From an optimization exercise on the open Yosys and OpenROAD flow, aimed at small area, a short achievable clock period and few clock cycles per item; shortcuts taken in it are not production practice.
Only simulation tests tie the RTL to the original design; equivalence was not proved.
No activity file was given, so power comes from the tool's default toggle rates.

==> cedar <==
==> flow/design.v <==
module JAM(
	input wire CLK,
	input wire RST,
	input wire [6:0] Cost,
	output wire [2:0] W,
	output wire [2:0] J,
	output reg [3:0] MatchCount,
	output reg [9:0] MinCost,
	output reg  Valid
);
	localparam [2:0] ST_PRE = 3'd0, ST_PRE2 = 3'd1, ST_X = 3'd2,
	                 ST_X2 = 3'd7, ST_SRCH = 3'd3, ST_ENDW = 3'd4,
	                 ST_FIN = 3'd5, ST_DONE = 3'd6;
	reg [2:0] st;
	reg [6:0] cnt;          
	reg [6:0] pc;           
	reg       pv;           
	reg [6:0] Creg;
	reg [6:0] vq;           
	reg [2:0] aw, aj;
	reg [2:0] won, jon;
	assign W = ~won;
	assign J = ~jon;
	reg [6:0] v [0:7];      
	reg [2:0] sid [0:7];
	reg [6:0] su  [0:7];
	reg [2:0] ss  [0:7];
	reg       skh [0:7];    
	reg [2:0] sj  [0:7];
	reg [6:0] mn, m2;
	reg [2:0] am;
	reg [7:0] d;            
	reg       fpop;         
	reg       ffirst;       
	reg [7:0] mask;         
	reg       bv, bpop, bleaf, bpd;
	reg [7:0] buv;
	reg [9:0] D;            
	reg [7:0] xd;
	reg [2:0] xj, xw;
	reg [7:0] xmask;
	reg       xpop, xfirst, xfin;
	integer k;
	wire       p1v   = pv && !pc[6];
	wire       p2v   = pv && pc[6];
	wire       first = (pc[2:0] == 3'd0);
	wire [6:0] x     = Creg - vq;
	wire       lt1   = x < mn;
	wire       lt2   = x < m2;
	wire       sx   = (st == ST_X);
	wire [6:0] gap  = m2 - mn;
	wire [3:0] kn   = (gap > 7'd15) ? 4'd15 : gap[3:0];
	wire       tk   = sx || (p2v && first && pc[5:3] != 3'd0);
	wire       addm = sx || (p2v && first) || (p1v && first && pc != 7'd0);
	reg        iv;
	reg [3:0]  ik;
	reg [6:0]  iu;
	reg [2:0]  ia;
	wire [2:0] ir = pc[5:3] - 3'd1;    
	reg [7:0] ge;
	reg [7:0] put;    
	reg [7:0] shr;    
	always @(*) begin
		for (k = 0; k < 8; k = k + 1)
			ge[k] = (k < ir) && ({skh[k], sj[k]} >= ik);
		for (k = 0; k < 8; k = k + 1) begin
			put[k] = !ge[k] && (k == 0 || ge[k-1]);
			shr[k] = !ge[k] && !put[k];
		end
	end
	function [2:0] low8;    
		input [7:0] a;
		low8 = a[0] ? 3'd0 : a[1] ? 3'd1 : a[2] ? 3'd2 : a[3] ? 3'd3 :
		       a[4] ? 3'd4 : a[5] ? 3'd5 : a[6] ? 3'd6 : 3'd7;
	endfunction
	function [3:0] nextcol;
		input [7:0] m;
		input [2:0] s0;
		input [2:0] c0;
		input       from0;
		reg [7:0] fr, hi, lo, a;
		begin
			fr = ~m;
			lo = fr & ~(8'hff << s0);                  
			if (from0)
				hi = fr & (8'hff << s0);               
			else if (c0 >= s0)
				hi = fr & (8'hfe << c0);               
			else begin
				hi = 8'd0;
				lo = lo & (8'hfe << c0);               
			end
			a = (|hi) ? hi : lo;
			nextcol = {|a, low8(a)};
		end
	endfunction
	wire       srch   = (st == ST_SRCH);
	wire [7:0] dp     = {d[6:0], 1'b0};        
	wire [7:0] dm     = {1'b0, d[7:1]};        
	reg [2:0] ss_d, ss_p, sid_d, sid_p, sid_m, sj_m;
	reg [6:0] su_d;
	always @(*) begin
		ss_d = 3'd0; ss_p = 3'd0; sid_d = 3'd0; sid_p = 3'd0; sid_m = 3'd0;
		sj_m = 3'd0; su_d = 7'd0;
		for (k = 0; k < 8; k = k + 1) begin
			ss_d  = ss_d  | (ss[k]  & {3{d[k]}});
			ss_p  = ss_p  | (ss[k]  & {3{dp[k]}});
			sid_d = sid_d | (sid[k] & {3{d[k]}});
			sid_p = sid_p | (sid[k] & {3{dp[k]}});
			sid_m = sid_m | (sid[k] & {3{dm[k]}});
			sj_m  = sj_m  | (sj[k]  & {3{dm[k]}});
			su_d  = su_d  | (su[k]  & {7{d[k]}});
		end
	end
	wire [7:0] onej   = 8'd1 << aj;
	wire [7:0] mask_l = fpop ? (mask & ~onej) : mask;
	wire [3:0] nx     = nextcol(mask_l, ss_d, aj, 1'b0);
	wire [3:0] fc     = nextcol(mask | onej, ss_p, 3'd0, 1'b1);
	wire       top    = d[0];
	wire       fleaf  = d[7] && !fpop;
	wire       c_fin  = !nx[3] && top;
	wire [7:0] c_d    = nx[3] ? d : dm;
	wire [2:0] c_j    = nx[3] ? nx[2:0] : sj_m;
	wire [2:0] c_w    = nx[3] ? sid_d : sid_m;
	wire       c_pop  = !nx[3];
	wire [7:0] g_mask = mask | onej;
	wire [2:0] g_j    = fc[2:0];
	wire [2:0] g_w    = sid_p;
	wire       pd     = ffirst && !fpop && !fleaf;
	wire [10:0] thr  = {1'b0, D} + {3'b000, buv};
	wire        gt   = {4'b0000, Creg} > thr;
	wire        eq   = {4'b0000, Creg} == thr;
	wire        bs   = bv && !bpop;
	wire        down = bs && !bleaf && !gt;
	wire        miss = bs && !bleaf && (down != bpd);
	wire        issue = srch && !miss;
	reg [7:0] d_n;
	reg [2:0] aj_n, aw_n;
	reg [7:0] mask_n;
	reg       pop_n, first_n, fin_n;
	always @(*) begin
		d_n = d; aj_n = aj; aw_n = aw; mask_n = mask;
		pop_n = fpop; first_n = ffirst; fin_n = 1'b0;
		case (st)
			ST_PRE:
				if (cnt[6] == 1'b0 && cnt[5:0] != 6'd63) begin
					aw_n = cnt[2:0] + 3'd1;
					aj_n = cnt[5:3] + {2'b00, cnt[2:0] == 3'd7};
				end else begin
					aw_n = cnt[5:3] + {2'b00, cnt[2:0] == 3'd7};
					aj_n = cnt[2:0] + 3'd1;
				end
			ST_X2: begin
				aw_n = put[0] ? ir : sid[0];
				aj_n = put[0] ? ia : ss[0];
				first_n = 1'b1;
			end
			default:
				if ((srch || st == ST_ENDW) && miss) begin
					d_n = xd; aj_n = xj; aw_n = xw; mask_n = xmask;
					pop_n = xpop; first_n = xfirst; fin_n = xfin;
				end else if (issue) begin
					if (pd) begin
						d_n = dp; aj_n = g_j; aw_n = g_w; mask_n = g_mask;
						pop_n = 1'b0; first_n = 1'b1;
					end else begin
						d_n = c_d; aj_n = c_j; aw_n = c_w; mask_n = mask_l;
						pop_n = c_pop; first_n = 1'b0; fin_n = c_fin;
					end
				end
		endcase
	end
	always @(posedge CLK or posedge RST) begin
		if (RST) begin
			st <= ST_PRE;
			cnt <= 7'd0;
			pv <= 1'b0;
			aw <= 3'd0;
			aj <= 3'd0;
			won <= 3'b111;
			jon <= 3'b111;
			d <= 8'd1;
			mask <= 8'd0;
			fpop <= 1'b0;
			ffirst <= 1'b0;
			bv <= 1'b0;
			iv <= 1'b0;
			Valid <= 1'b0;
			D <= 10'h3ff;
			MatchCount <= 4'd0;
		end else begin
			aw <= aw_n;
			aj <= aj_n;
			won <= ~aw_n;
			jon <= ~aj_n;
			d <= d_n;
			mask <= mask_n;
			fpop <= pop_n;
			ffirst <= first_n;
			pv <= (st == ST_PRE);
			bv <= issue;
			iv <= tk;
			Valid <= (st == ST_FIN) || (st == ST_DONE);
			case (st)
				ST_PRE: begin
					cnt <= cnt + 7'd1;
					if (cnt == 7'd127) st <= ST_PRE2;
				end
				ST_PRE2: st <= ST_X;
				ST_X:    st <= ST_X2;
				ST_X2:   st <= ST_SRCH;
				ST_SRCH: if (fin_n) st <= ST_ENDW;
				ST_ENDW: st <= miss ? (fin_n ? ST_ENDW : ST_SRCH) : ST_FIN;
				ST_FIN:  st <= ST_DONE;
				default: ;
			endcase
			if (bv && bpop)
				D <= D - {2'b00, buv} + {3'b000, Creg};
			else if (down)
				D <= thr[9:0] - {3'b000, Creg};
			else if (bs && bleaf && !gt) begin
				if (eq) MatchCount <= MatchCount + 4'd1;
				else begin
					D <= {3'b000, Creg} - {2'b00, buv};
					MatchCount <= 4'd1;
				end
			end
		end
	end
	always @(posedge CLK) begin
		Creg <= Cost;
		pc <= cnt;
		vq <= cnt[6] ? v[cnt[2:0]] : 7'd0;
		if (tk) begin
			ik <= kn; iu <= mn; ia <= am;
		end
		bpop <= fpop;
		bleaf <= fleaf;
		bpd <= pd;
		buv <= su_d + v[aj];
		if (pd) begin
			xd <= c_d; xj <= c_j; xw <= c_w; xmask <= mask_l;
			xpop <= c_pop; xfirst <= 1'b0; xfin <= c_fin;
		end else begin
			xd <= dp; xj <= g_j; xw <= g_w; xmask <= g_mask;
			xpop <= 1'b0; xfirst <= 1'b1; xfin <= 1'b0;
		end
		for (k = 0; k < 8; k = k + 1)
			if (issue && !fpop && d[k])
				sj[k] <= aj;
		if (p1v || p2v) begin
			if (first) begin
				mn <= x; m2 <= 7'h7f; am <= 3'd0;
			end else if (lt1) begin
				mn <= x; m2 <= mn; am <= pc[2:0];
			end else if (lt2) begin
				m2 <= x;
			end
		end
		if (p1v && pc[2:0] == 3'd7)
			v[pc[5:3]] <= lt1 ? x : mn;
		if (p1v && pc == 7'd0)
			MinCost <= 10'd0;
		else if (addm)
			MinCost <= MinCost + {3'b000, mn};
		else if (st == ST_FIN)
			MinCost <= MinCost + D;
		if (iv)
			for (k = 0; k < 8; k = k + 1) begin
				if (put[k]) begin
					sid[k] <= ir; su[k] <= iu; ss[k] <= ia;
					{skh[k], sj[k]} <= ik;
				end else if (shr[k]) begin
					sid[k] <= sid[(k+7)%8]; su[k] <= su[(k+7)%8];
					ss[k] <= ss[(k+7)%8];
					skh[k] <= skh[(k+7)%8]; sj[k] <= sj[(k+7)%8];
				end
			end
	end
endmodule
==> flow/run.sh <==
#!/bin/bash
# synth_recipe.tcl (not shown) runs the flow's synth.tcl, then flattens the netlist and writes it again
# the make line also repeats each setting of config.mk as NAME=value (left out here)
make -C /OpenROAD-flow-scripts/flow DESIGN_CONFIG=/design/flow/config.mk WORK_HOME=/design/flow/orfs CLKGATE_MAP_FILE= SYNTH_SCRIPT=/design/flow/synth_recipe.tcl finish
==> flow/config.mk <==
export PLATFORM = sky130hd
export DESIGN_NAME = JAM
export DESIGN_NICKNAME = JAM
export VERILOG_FILES = /design/flow/design.v
export SDC_FILE = /design/flow/constraint.sdc
export NUM_CORES = 4
export LEC_CHECK = 0
export ABC_AREA = 1
export CAP_MARGIN = 20
export CORE_MARGIN = 2
export CORE_UTILIZATION = 65
export SLEW_MARGIN = 20
==> flow/constraint.sdc <==
create_clock -name core_clock -period 20.0 [get_ports {CLK}]
set_input_delay 4.0000 -clock core_clock [delete_from_list [all_inputs] [get_ports {CLK}]]
set_output_delay 4.0000 -clock core_clock [all_outputs]
set_load 0.01 [all_outputs]
==> juniper (differences from cedar) <==
==> flow/design.v, changed modules only <==
module JAM(
	input wire CLK,
	input wire RST,
	input wire [6:0] Cost,
	output wire [2:0] W,
	output wire [2:0] J,
	output reg [3:0] MatchCount,
	output reg [9:0] MinCost,
	output reg  Valid
);
	localparam [2:0] ST_PRE = 3'd0, ST_PRE2 = 3'd1, ST_X = 3'd2,
	                 ST_X2 = 3'd7, ST_SRCH = 3'd3, ST_ENDW = 3'd4,
	                 ST_FIN = 3'd5, ST_DONE = 3'd6;
	reg [2:0] aw, aj;
	reg [2:0] won, jon;
	assign W = ~won;
	assign J = ~jon;
	reg [2:0] st;
	reg [6:0] cnt;          
	reg [6:0] pc;           
	reg       pv;           
	reg [6:0] Creg;
	reg [6:0] v [0:7];      
	reg [2:0] sid [0:7];
	reg [6:0] su  [0:7];
	reg [2:0] ss  [0:7];
	reg [4:0] sk  [0:7];
	reg [2:0] sj  [0:7];
	reg [6:0] mn, m2;
	reg [2:0] am;
	reg [2:0] d;            
	reg       fpop;         
	reg       sf;           
	reg [7:0] mask;         
	reg       rl, rr;       
	reg       rln, rrn;     
	reg       bv, bpop, bleaf;
	reg [2:0] bj, bfc;
	reg [7:0] buv;
	reg [9:0] D;            
	integer k;
	wire       p1v   = pv && !pc[6];
	wire       p2v   = pv && pc[6];
	wire       first = (pc[2:0] == 3'd0);
	wire [6:0] x     = p2v ? (Creg - v[pc[2:0]]) : Creg;
	wire       lt1   = x < mn;
	wire       lt2   = x < m2;
	wire       sx   = (st == ST_X);
	wire [6:0] gap  = m2 - mn;
	wire [4:0] kn   = (gap > 7'd31) ? 5'd31 : gap[4:0];
	wire [2:0] rn   = sx ? 3'd7 : (pc[5:3] - 3'd1);
	wire       tk   = sx || (p2v && first && pc[5:3] != 3'd0);
	wire       addm = sx || (p2v && first) || (p1v && first && pc != 7'd0);
	reg        iv;
	reg [4:0]  ik;
	reg [6:0]  iu;
	reg [2:0]  ia, ir;
	reg [7:0] ge;
	reg [7:0] put;    
	reg [7:0] shr;    
	always @(*) begin
		for (k = 0; k < 8; k = k + 1)
			ge[k] = (k < ir) && (sk[k] >= ik);
		for (k = 0; k < 8; k = k + 1) begin
			put[k] = !ge[k] && (k == 0 || ge[k-1]);
			shr[k] = !ge[k] && !put[k];
		end
	end
	wire [2:0] sid0 = rl ? sid[1] : rr ? sid[7] : sid[0];
	wire [2:0] sid1 = rl ? sid[2] : rr ? sid[0] : sid[1];
	wire [2:0] sid7 = rl ? sid[0] : rr ? sid[6] : sid[7];
	wire [6:0] su0  = rl ? su[1]  : rr ? su[7]  : su[0];
	wire [2:0] ss0  = rl ? ss[1]  : rr ? ss[7]  : ss[0];
	wire [2:0] ss1  = rl ? ss[2]  : rr ? ss[0]  : ss[1];
	wire [2:0] sj7  = rl ? sj[0]  : rr ? sj[6]  : sj[7];
	function [2:0] low8;    
		input [7:0] a;
		low8 = a[0] ? 3'd0 : a[1] ? 3'd1 : a[2] ? 3'd2 : a[3] ? 3'd3 :
		       a[4] ? 3'd4 : a[5] ? 3'd5 : a[6] ? 3'd6 : 3'd7;
	endfunction
	function [3:0] nextcol;
		input [7:0] m;
		input [2:0] s0;
		input [2:0] c0;
		input       from0;
		reg [7:0] fr, hi, lo, a;
		begin
			fr = ~m;
			lo = fr & ~(8'hff << s0);                  
			if (from0)
				hi = fr & (8'hff << s0);               
			else if (c0 >= s0)
				hi = fr & (8'hfe << c0);               
			else begin
				hi = 8'd0;
				lo = lo & (8'hfe << c0);               
			end
			a = (|hi) ? hi : lo;
			nextcol = {|a, low8(a)};
		end
	endfunction
	wire       srch   = (st == ST_SRCH);
	wire [7:0] onej   = 8'd1 << aj;
	wire [7:0] mask_l = fpop ? (mask & ~onej) : mask;
	wire [3:0] nx     = nextcol(mask_l, ss0, aj, 1'b0);
	wire [3:0] fc     = nextcol(mask | onej, ss1, 3'd0, 1'b1);
	wire       top    = (d == 3'd0);
	wire       fleaf  = (d == 3'd7);
	wire [10:0] thr  = {1'b0, D} + {3'b000, buv};
	wire        gt   = {4'b0000, Creg} > thr;
	wire        eq   = {4'b0000, Creg} == thr;
	wire        bs   = bv && !bpop;
	wire        down = srch && bs && !bleaf && !gt;     
	wire        issue = srch && !down && !sf;           
	wire        wait_ = issue && !fpop && !nx[3] && !fleaf;
	wire        goback = srch && !down && (sf || (issue && !nx[3] && (fleaf || fpop)));
	wire        finish = goback && top;
	wire        back   = goback && !top;
	reg [2:0] aw_n, aj_n;
	always @(*) begin
		aw_n = aw;
		aj_n = aj;
		case (st)
			ST_PRE:
				if (cnt[6] == 1'b0 && cnt[5:0] != 6'd63) begin
					aw_n = cnt[2:0] + 3'd1;
					aj_n = cnt[5:3] + {2'b00, cnt[2:0] == 3'd7};
				end else begin
					aw_n = cnt[5:3] + {2'b00, cnt[2:0] == 3'd7};
					aj_n = cnt[2:0] + 3'd1;
				end
			ST_X2: begin
				aw_n = put[0] ? ir : sid[0];
				aj_n = put[0] ? ia : ss[0];
			end
			ST_SRCH:
				if (down) begin
					aj_n = bfc;
					aw_n = sid1;
				end else if (back) begin
					aj_n = sj7;
					aw_n = sid7;
				end else if (issue && nx[3])
					aj_n = nx[2:0];
			default: ;
		endcase
	end
	always @(posedge CLK or posedge RST) begin
		if (RST) begin
			st <= ST_PRE;
			cnt <= 7'd0;
			pv <= 1'b0;
			aw <= 3'd0;
			aj <= 3'd0;
			won <= 3'b111;
			jon <= 3'b111;
			d <= 3'd0;
			mask <= 8'd0;
			fpop <= 1'b0;
			sf <= 1'b0;
			bv <= 1'b0;
			rl <= 1'b0;
			rr <= 1'b0;
			rln <= 1'b1;
			rrn <= 1'b1;
			iv <= 1'b0;
			Valid <= 1'b0;
			D <= 10'h3ff;
			MatchCount <= 4'd0;
		end else begin
			aw <= aw_n;
			aj <= aj_n;
			won <= ~aw_n;
			jon <= ~aj_n;
			rl <= down;
			rr <= back;
			rln <= !down;
			rrn <= !back;
			iv <= tk;
			Valid <= (st == ST_FIN) || (st == ST_DONE);
			pv <= (st == ST_PRE);
			bv <= issue;
			case (st)
				ST_PRE: begin
					cnt <= cnt + 7'd1;
					if (cnt == 7'd127) st <= ST_PRE2;
				end
				ST_PRE2: st <= ST_X;
				ST_X: st <= ST_X2;
				ST_X2: begin
					st <= ST_SRCH;
				end
				ST_SRCH: begin
					sf <= wait_;
					if (down) begin
						d <= d + 3'd1;
						mask <= mask | (8'd1 << bj);
						fpop <= 1'b0;
					end else if (goback) begin
						if (top) st <= ST_ENDW;
						else begin
							d <= d - 3'd1;
							fpop <= 1'b1;
						end
						if (issue) mask <= mask_l;
					end else if (issue) begin
						mask <= mask_l;
						if (nx[3]) begin
							fpop <= 1'b0;
						end
					end
				end
				ST_ENDW: st <= ST_FIN;
				ST_FIN: st <= ST_DONE;
				default: ;
			endcase
			if (bv && bpop)
				D <= D - {2'b00, buv} + {3'b000, Creg};
			else if (down)
				D <= thr[9:0] - {3'b000, Creg};
			else if (bs && bleaf && !gt) begin
				if (eq) MatchCount <= MatchCount + 4'd1;
				else begin
					D <= {3'b000, Creg} - {2'b00, buv};
					MatchCount <= 4'd1;
				end
			end
		end
	end
	always @(posedge CLK) begin
		Creg <= Cost;
		pc <= cnt;
		if (tk) begin
			ik <= kn; iu <= mn; ia <= am; ir <= rn;
		end
		bpop <= fpop;
		bleaf <= fleaf && !fpop;
		bj <= aj;
		bfc <= fc[2:0];
		buv <= su0 + v[aj];
		if (p1v || p2v) begin
			if (first) begin
				mn <= x; m2 <= 7'h7f; am <= 3'd0;
			end else if (lt1) begin
				mn <= x; m2 <= mn; am <= pc[2:0];
			end else if (lt2) begin
				m2 <= x;
			end
		end
		if (p1v && pc[2:0] == 3'd7)
			v[pc[5:3]] <= lt1 ? x : mn;
		if (p1v && pc == 7'd0)
			MinCost <= 10'd0;
		else if (addm)
			MinCost <= MinCost + {3'b000, mn};
		else if (st == ST_FIN)
			MinCost <= MinCost + D;
		for (k = 0; k < 8; k = k + 1) begin
			if (iv) begin
				if (put[k]) begin
					sid[k] <= ir; su[k] <= iu; ss[k] <= ia; sk[k] <= ik;
				end else if (shr[k]) begin
					sid[k] <= sid[(k+7)%8]; su[k] <= su[(k+7)%8];
					ss[k] <= ss[(k+7)%8];   sk[k] <= sk[(k+7)%8];
				end
			end else if (!rln) begin
				sid[k] <= sid[(k+1)%8]; su[k] <= su[(k+1)%8];
				ss[k] <= ss[(k+1)%8];   sj[k] <= sj[(k+1)%8];
			end else if (!rrn) begin
				sid[k] <= sid[(k+7)%8]; su[k] <= su[(k+7)%8];
				ss[k] <= ss[(k+7)%8];   sj[k] <= sj[(k+7)%8];
			end
		end
		if (down)
			sj[0] <= bj;
	end
endmodule
--- a/flow/config.mk
+++ b/flow/config.mk
@@ -7,6 +7,5 @@
 export LEC_CHECK = 0
-export ABC_AREA = 1
 export CAP_MARGIN = 20
 export CORE_MARGIN = 2
-export CORE_UTILIZATION = 65
+export CORE_UTILIZATION = 40
 export SLEW_MARGIN = 20
==> xenon (differences from cedar) <==
--- a/flow/design.v
+++ b/flow/design.v
@@ -27,3 +27,3 @@
 	reg [2:0] ss  [0:7];
-	reg       skh [0:7];    
+	reg [3:0] sk  [0:7];
 	reg [2:0] sj  [0:7];
@@ -52,2 +52,3 @@
 	wire [3:0] kn   = (gap > 7'd15) ? 4'd15 : gap[3:0];
+	wire [2:0] rn   = sx ? 3'd7 : (pc[5:3] - 3'd1);
 	wire       tk   = sx || (p2v && first && pc[5:3] != 3'd0);
@@ -57,4 +58,3 @@
 	reg [6:0]  iu;
-	reg [2:0]  ia;
-	wire [2:0] ir = pc[5:3] - 3'd1;    
+	reg [2:0]  ia, ir;
 	reg [7:0] ge;
@@ -64,3 +64,3 @@
 		for (k = 0; k < 8; k = k + 1)
-			ge[k] = (k < ir) && ({skh[k], sj[k]} >= ik);
+			ge[k] = (k < ir) && (sk[k] >= ik);
 		for (k = 0; k < 8; k = k + 1) begin
@@ -234,3 +234,3 @@
 		if (tk) begin
-			ik <= kn; iu <= mn; ia <= am;
+			ik <= kn; iu <= mn; ia <= am; ir <= rn;
 		end
@@ -270,8 +270,6 @@
 				if (put[k]) begin
-					sid[k] <= ir; su[k] <= iu; ss[k] <= ia;
-					{skh[k], sj[k]} <= ik;
+					sid[k] <= ir; su[k] <= iu; ss[k] <= ia; sk[k] <= ik;
 				end else if (shr[k]) begin
 					sid[k] <= sid[(k+7)%8]; su[k] <= su[(k+7)%8];
-					ss[k] <= ss[(k+7)%8];
-					skh[k] <= skh[(k+7)%8]; sj[k] <= sj[(k+7)%8];
+					ss[k] <= ss[(k+7)%8];   sk[k] <= sk[(k+7)%8];
 				end
--- a/flow/config.mk
+++ b/flow/config.mk
@@ -10,3 +10,3 @@
 export CORE_MARGIN = 2
-export CORE_UTILIZATION = 65
+export CORE_UTILIZATION = 40
 export SLEW_MARGIN = 20
==> run summary <==
Top-count cell post-synth: juniper edfxtp_1; cedar nand2_1; xenon nand2_1
Fillers: juniper 4992; cedar 2381; xenon 4929
Xor/xnor cell area share of the yosys netlist: juniper 2.245%; cedar 2.206%; xenon 1.935%
Fraction of power consumed by the clock network: juniper 39.7%; cedar 37.1%; xenon 39.0%
Status: juniper timing/DRC/antenna clean; cedar timing/DRC/antenna clean; xenon timing/DRC/antenna clean
Complex-gate fraction of the synthesized area: juniper 16.28%; cedar 17.48%; xenon 15.28%
Area occupied by registers: juniper 9886 µm²; cedar 9180 µm²; xenon 10110 µm²
Number of register bits inferred by synthesis: juniper 351; cedar 344; xenon 368
Estimated wirelength of the detail-placed design: juniper 39680 µm; cedar 40880 µm; xenon 41670 µm
Portion of the post-synthesis area used by sequential elements: juniper 45.21%; cedar 45.34%; xenon 48.56%
Buffers outside the clock class: juniper 48; cedar 51; xenon 55
Worst setup margin: juniper 14.27 ns; cedar 14.46 ns; xenon 14.38 ns
Global-route track usage on met1: juniper 27.33%; cedar 45.59%; xenon 30.06%
Dominant class by area: juniper multi-input combinational cells; cedar multi-input combinational cells; xenon flip-flops and latches
Critical Path End Type: juniper flip-flop; cedar primary output; xenon primary output
Clock tree buffer count of the final layout: juniper 50; cedar 51; xenon 61
Testbench counts of cedar, summed over its fixed seeds: cycles 6,048, items 24.
Testbench counts of juniper, summed over its fixed seeds: cycles 6,794, items 24.
Testbench counts of xenon, summed over its fixed seeds: cycles 6,048, items 24.

[afterwards: timing with drivers on the ports]
In the flow no input, the clock included, has a driving cell. The finished layouts below were timed again as built, in two steps.
Step 1 (the two cells are an assumption about what drives the block):
set clk [get_ports {CLK}]
set_driving_cell -lib_cell sky130_fd_sc_hd__clkbuf_16 $clk
set_driving_cell -lib_cell sky130_fd_sc_hd__buf_2 [delete_from_list [all_inputs] $clk]
Step 2 times the ports against the registers' clock, not the clock port: input delays grow and output delays shrink by t, the midpoint of the rising clock arrivals with the driver on.
a / b / c = ideal / step 1 / step 2; a / b = the first two.
| run | t, ns | setup WS [ns] | worst hold slack (ns) | worst setup path at the end | clock arrival spread, ns |
|---|---|---|---|---|---|
| cedar | 0.575 | 14.458 / 14.403 / 14.658 | 0.411 / 0.411 / 0.411 | input, reset recovery | 0.020 / 0.021 |
| juniper | 0.617 | 14.270 / 14.270 / 14.270 | 0.438 / 0.438 / 0.438 | register to register | 0.017 / 0.017 |
| xenon | 0.619 | 14.380 / 14.324 / 14.839 | 0.433 / 0.433 / 0.433 | input, reset recovery | 0.024 / 0.024 |
After both steps setup and hold are still met in every run listed. Setup slack includes reset recovery checks.
